Source: an optimization exercise on an open RTL-to-GDS flow (aim: small area, a short achievable clock period and few clock cycles per item). Production flows keep margins and buffers that such runs may drop.
Function was checked by simulation only, so behaviour that the tests miss may differ from the original.

// ysyx_041461_DIV
module ysyx_041461_DIV(
    input  wire   [0:0]  clk          ,
    input  wire   [0:0]  rst          ,
    input  wire   [0:0]  DIV_valid_in ,
    input  wire   [0:0]  DIV_signed   ,
    input  wire   [0:0]  DIV_divw     ,
    input  wire   [63:0] DIV_dividend ,
    input  wire   [63:0] DIV_divisor  ,
    output reg    [0:0]  DIV_valid_out,
    output wire   [63:0] DIV_quotient ,
    output wire   [63:0] DIV_remainder
);
Size in the first run: roughly 21000 sq um of cells after synthesis.
export LEC_CHECK = 0
export CAP_MARGIN = 85
export CORE_MARGIN = 2
export CORE_UTILIZATION = 40
export SETUP_SLACK_MARGIN = 5
export SLEW_MARGIN = 85
create_clock -name core_clock -period 11.0 [get_ports {clk}]
run.sh (not shown) runs the stock make flow with config.mk's settings and CLKGATE_MAP_FILE= SYNTH_SCRIPT=/design/flow/synth_recipe.tcl, a recipe that flattens the netlist after the stock synthesis.
The starting point finished with timing, DRC and antenna clean.
Testbench counts at the start, summed over its fixed seeds: cycles 20,287, items 1,600.
Change:
CAP_MARGIN = 60   (was 85)
SLEW_MARGIN = 60   (was 85)
- maximum frequency increases by a quarter to a third
- critical path depth decreases by 20
- hold slack improves by 0.050 ns
- routed wire length decreases by about a fifth
- flip-flop and latch count stays the same
- final area decreases by a quarter to a third
- utilization decreases by 18 points
- synthesized area is unchanged

* * *

Another version of the RTL of ysyx_041461_DIV (not shown whole).
Size: about 0.021 mm2 of cells after synthesis.
Design ysyx_041461_DIV, start of the top module:
module ysyx_041461_DIV(
    input  wire   [0:0]  clk          ,
    input  wire   [0:0]  rst          ,
    input  wire   [0:0]  DIV_valid_in ,
    input  wire   [0:0]  DIV_signed   ,
    input  wire   [0:0]  DIV_divw     ,
    input  wire   [63:0] DIV_dividend ,
    input  wire   [63:0] DIV_divisor  ,
    output reg    [0:0]  DIV_valid_out,
    output wire   [63:0] DIV_quotient ,
    output wire   [63:0] DIV_remainder
);
localparam S_IDLE  = 3'd0;
localparam S_ABS   = 3'd1;
localparam S_LZ    = 3'd2;
localparam S_ALIGN = 3'd3;
localparam S_ITER  = 3'd4;
localparam S_CORR  = 3'd5;
localparam S_FIX   = 3'd6;
localparam S_DONE  = 3'd7;
reg  [2:0]  state;
reg  [64:0] R;       
reg  [63:0] D;       
reg  [63:0] Q;       
reg  [5:0]  cnt;     
reg         rneg;    
reg         dneg;    
reg         w32;     
reg         sgl;     
assign DIV_quotient  = Q;
assign DIV_remainder = R[63:0];
wire        a_sb  = DIV_divw ? DIV_dividend[31] : DIV_dividend[63];
wire        b_sb  = DIV_divw ? DIV_divisor[31]  : DIV_divisor[63];
wire        a_neg = DIV_signed & a_sb;
wire        b_neg = DIV_signed & b_sb;
wire [63:0] a_ext = {DIV_dividend[63:32] & {32{~DIV_divw}}, DIV_dividend[31:0]};
wire [63:0] b_ext = {DIV_divisor[63:32]  & {32{~DIV_divw}}, DIV_divisor[31:0]};
function [2:0] lz4(input [3:0] x);
    lz4 = x[3] ? 3'd0 : x[2] ? 3'd1 : x[1] ? 3'd2 : x[0] ? 3'd3 : 3'd4;
endfunction
function [4:0] lz16(input [15:0] x);
    reg [2:0] a, b, c, d;
    begin
        a = lz4(x[15:12]); b = lz4(x[11:8]); c = lz4(x[7:4]); d = lz4(x[3:0]);
        lz16 = !a[2] ? {3'd0, a[1:0]} : !b[2] ? {3'd1, b[1:0]} :
               !c[2] ? {3'd2, c[1:0]} : !d[2] ? {3'd3, d[1:0]} : 5'd16;
    end
endfunction
function [6:0] lz64(input [63:0] x);
  ...
clock: 11.0 ns
lec_check: 0
cap_margin: 40
core_margin: 2
core_utilization: 70
place_density: 0.75
setup_slack_margin: 5
slew_margin: 40
Testbench counts at the start, summed over its fixed seeds: cycles 20,075, items 1,600.
Change:
Settings changed: CAP_MARGIN 40 to 50, SLEW_MARGIN 40 to 50.
Routed wire length increases slightly.
Non-clock buffer count decreases by 1.
Critical path depth decreases by 3.
Count of clock-buffer cells in the layout decreases by 1.
Die area does not change.
Worst hold slack barely changes.
Worst setup slack improves by 47 ps.
Register-to-register slack improves by 50 ps.
Change:
Settings changed: PLACE_DENSITY 0.75 to 0.8.
Outcome: Setup slack is unchanged. Final area is unchanged.
Change:
Settings changed: CAP_MARGIN 50 to 60, PLACE_DENSITY 0.8 to 0.75, SLEW_MARGIN 50 to 60.
The new run completed with no timing, DRC or antenna violations.
Critical path depth is unchanged.
Synthesized cell count does not change.
Via count rose by 0.54%.
Worst hold slack gets better by 3.9 ps.

* * *

Another version of the RTL of ysyx_041461_DIV (not shown whole).
Size: about 210 flip-flops.
==> flow/config.mk <==
export PLATFORM = sky130hd
export DESIGN_NAME = ysyx_041461_DIV
export DESIGN_NICKNAME = ysyx_041461_DIV
export VERILOG_FILES = /design/flow/design.v
export SDC_FILE = /design/flow/constraint.sdc
export NUM_CORES = 4
export LEC_CHECK = 0
export CAP_MARGIN = 60
export CORE_MARGIN = 2
export CORE_UTILIZATION = 60
export SETUP_SLACK_MARGIN = 5
export SLEW_MARGIN = 60
==> flow/constraint.sdc <==
create_clock -name core_clock -period 11.0 [get_ports {clk}]
set_input_delay 2.2000 -clock core_clock [delete_from_list [all_inputs] [get_ports {clk}]]
set_output_delay 2.2000 -clock core_clock [all_outputs]
set_load 0.01 [all_outputs]
The baseline passed the timing, design-rule and antenna checks.
Testbench counts at the start, summed over its fixed seeds: cycles 20,075, items 1,600.
Edit:
--- a/flow/config.mk
+++ b/flow/config.mk
@@ -8,5 +8,6 @@
 export CAP_MARGIN = 60
 export CORE_MARGIN = 2
-export CORE_UTILIZATION = 60
+export CORE_UTILIZATION = 70
+export PLACE_DENSITY = 0.75
 export SETUP_SLACK_MARGIN = 5
 export SLEW_MARGIN = 60
Outcome: Worst setup slack gets better by 13 ps; sequential share of layout area hardly moves; synthesized area stays the same; cell area is about the same; fmax stays flat.
Edit:
--- a/flow/config.mk
+++ b/flow/config.mk
@@ -8,6 +8,5 @@
 export CAP_MARGIN = 60
 export CORE_MARGIN = 2
-export CORE_UTILIZATION = 70
-export PLACE_DENSITY = 0.75
+export CORE_UTILIZATION = 40
 export SETUP_SLACK_MARGIN = 5
 export SLEW_MARGIN = 60
Effect: The new run passed the timing, design-rule and antenna checks. Area after synthesis stays the same. Critical path depth drops by 4. Cell count climbs by 9.8%. Cell area climbs by 2.6%. Wire length climbs by 9.5%. Die area climbs by 73%. Worst setup slack gains 7.8 ps. Sequential cell count stays the same.

* * *

## run A
Another version of the RTL of ysyx_041461_DIV (not shown whole).
Size in the first run: roughly 2,500 cells after synthesis, ~210 flip-flops, about 260 I/O pins, roughly 21,000 um2 of cells after synthesis.
// ysyx_041461_DIV
module ysyx_041461_DIV(
    input  wire   [0:0]  clk          ,
    input  wire   [0:0]  rst          ,
    input  wire   [0:0]  DIV_valid_in ,
    input  wire   [0:0]  DIV_signed   ,
    input  wire   [0:0]  DIV_divw     ,
    input  wire   [63:0] DIV_dividend ,
    input  wire   [63:0] DIV_divisor  ,
    output reg    [0:0]  DIV_valid_out,
    output wire   [63:0] DIV_quotient ,
    output wire   [63:0] DIV_remainder
);
Settings: LEC_CHECK=0, CAP_MARGIN=70, CORE_MARGIN=2, CORE_UTILIZATION=60, SETUP_SLACK_MARGIN=5, SLEW_MARGIN=70; clock period 11.0 ns.
Run A: no failed stages, no open violations at the end
Testbench counts of run A, summed over its fixed seeds: cycles 20,075, items 1,600.
Changes in run B relative to run A:
Settings: putting PLACE_DENSITY at 0.75 where nothing was set; swapping 70 for 50 in SLEW_MARGIN; swapping 70 for 50 in CAP_MARGIN; swapping 60 for 70 in CORE_UTILIZATION.
Findings:
Looking at post-route met1 wirelength, run B sits below run A.
Compared with run A, run B shows finished layout cell area that has gone down by a few percent.
A worst setup path endpoint of state[1] is what run B shows, while cnt[5] belongs to run A.
The final reports for run B and run A show site row count lower in the former.
Measured against each other, run B and run A differ in length of routed met2 wiring, the lower figure coming from run B.
Summary of the comparison: die outline area is lower in run B, relative to run A.
What run C does differently from run B at the input level:
Settings: a change of CORE_UTILIZATION from 70 to 65; a change of SLEW_MARGIN from 50 to 60; a change of CAP_MARGIN from 50 to 60; a change of PLACE_DENSITY from 0.75 to 0.7.
[summary]
Run C completed every stage of the flow, and the final layout passed the timing, design-rule and antenna checks.
HPWL reported at the end of detailed placement grows slightly when moving from run B to run C.
Compared with run B, run C ends up with a larger final cell area.
Against run B as the reference, run C delivers a lower met3 layer usage reported by global route.
Critical path endpoint: cnt[5] -> run C, state[1] -> run B
Looking at via count, run C sits about 3% below run B.
[compare] base=run B new=run C: global-route wire length before repair fell by 1400 um, proportion of final cell area spent on non-clock buffers rose by 0.45 points.

* * *

Starting RTL as in the previous note.
Settings: LEC_CHECK=0, CAP_MARGIN=60, CORE_MARGIN=2, CORE_UTILIZATION=70, PLACE_DENSITY=0.75, SETUP_SLACK_MARGIN=5, SLEW_MARGIN=60; clock period 11.0 ns.
The baseline finished with timing, DRC and antenna clean.
Testbench counts at the start, summed over its fixed seeds: cycles 20,075, items 1,600.
Then changed:
- CORE_UTILIZATION: 70 -> 60
- PLACE_DENSITY: 0.75 -> unset
Clock skew falls by 0.013 ns.
Design area rises by 0.71%.
Worst hold slack improved by 0.0080 ns.
Wire length falls by 4.4%.
Sequential cell count is unchanged.
Clock-buffer cell count rises by 6.
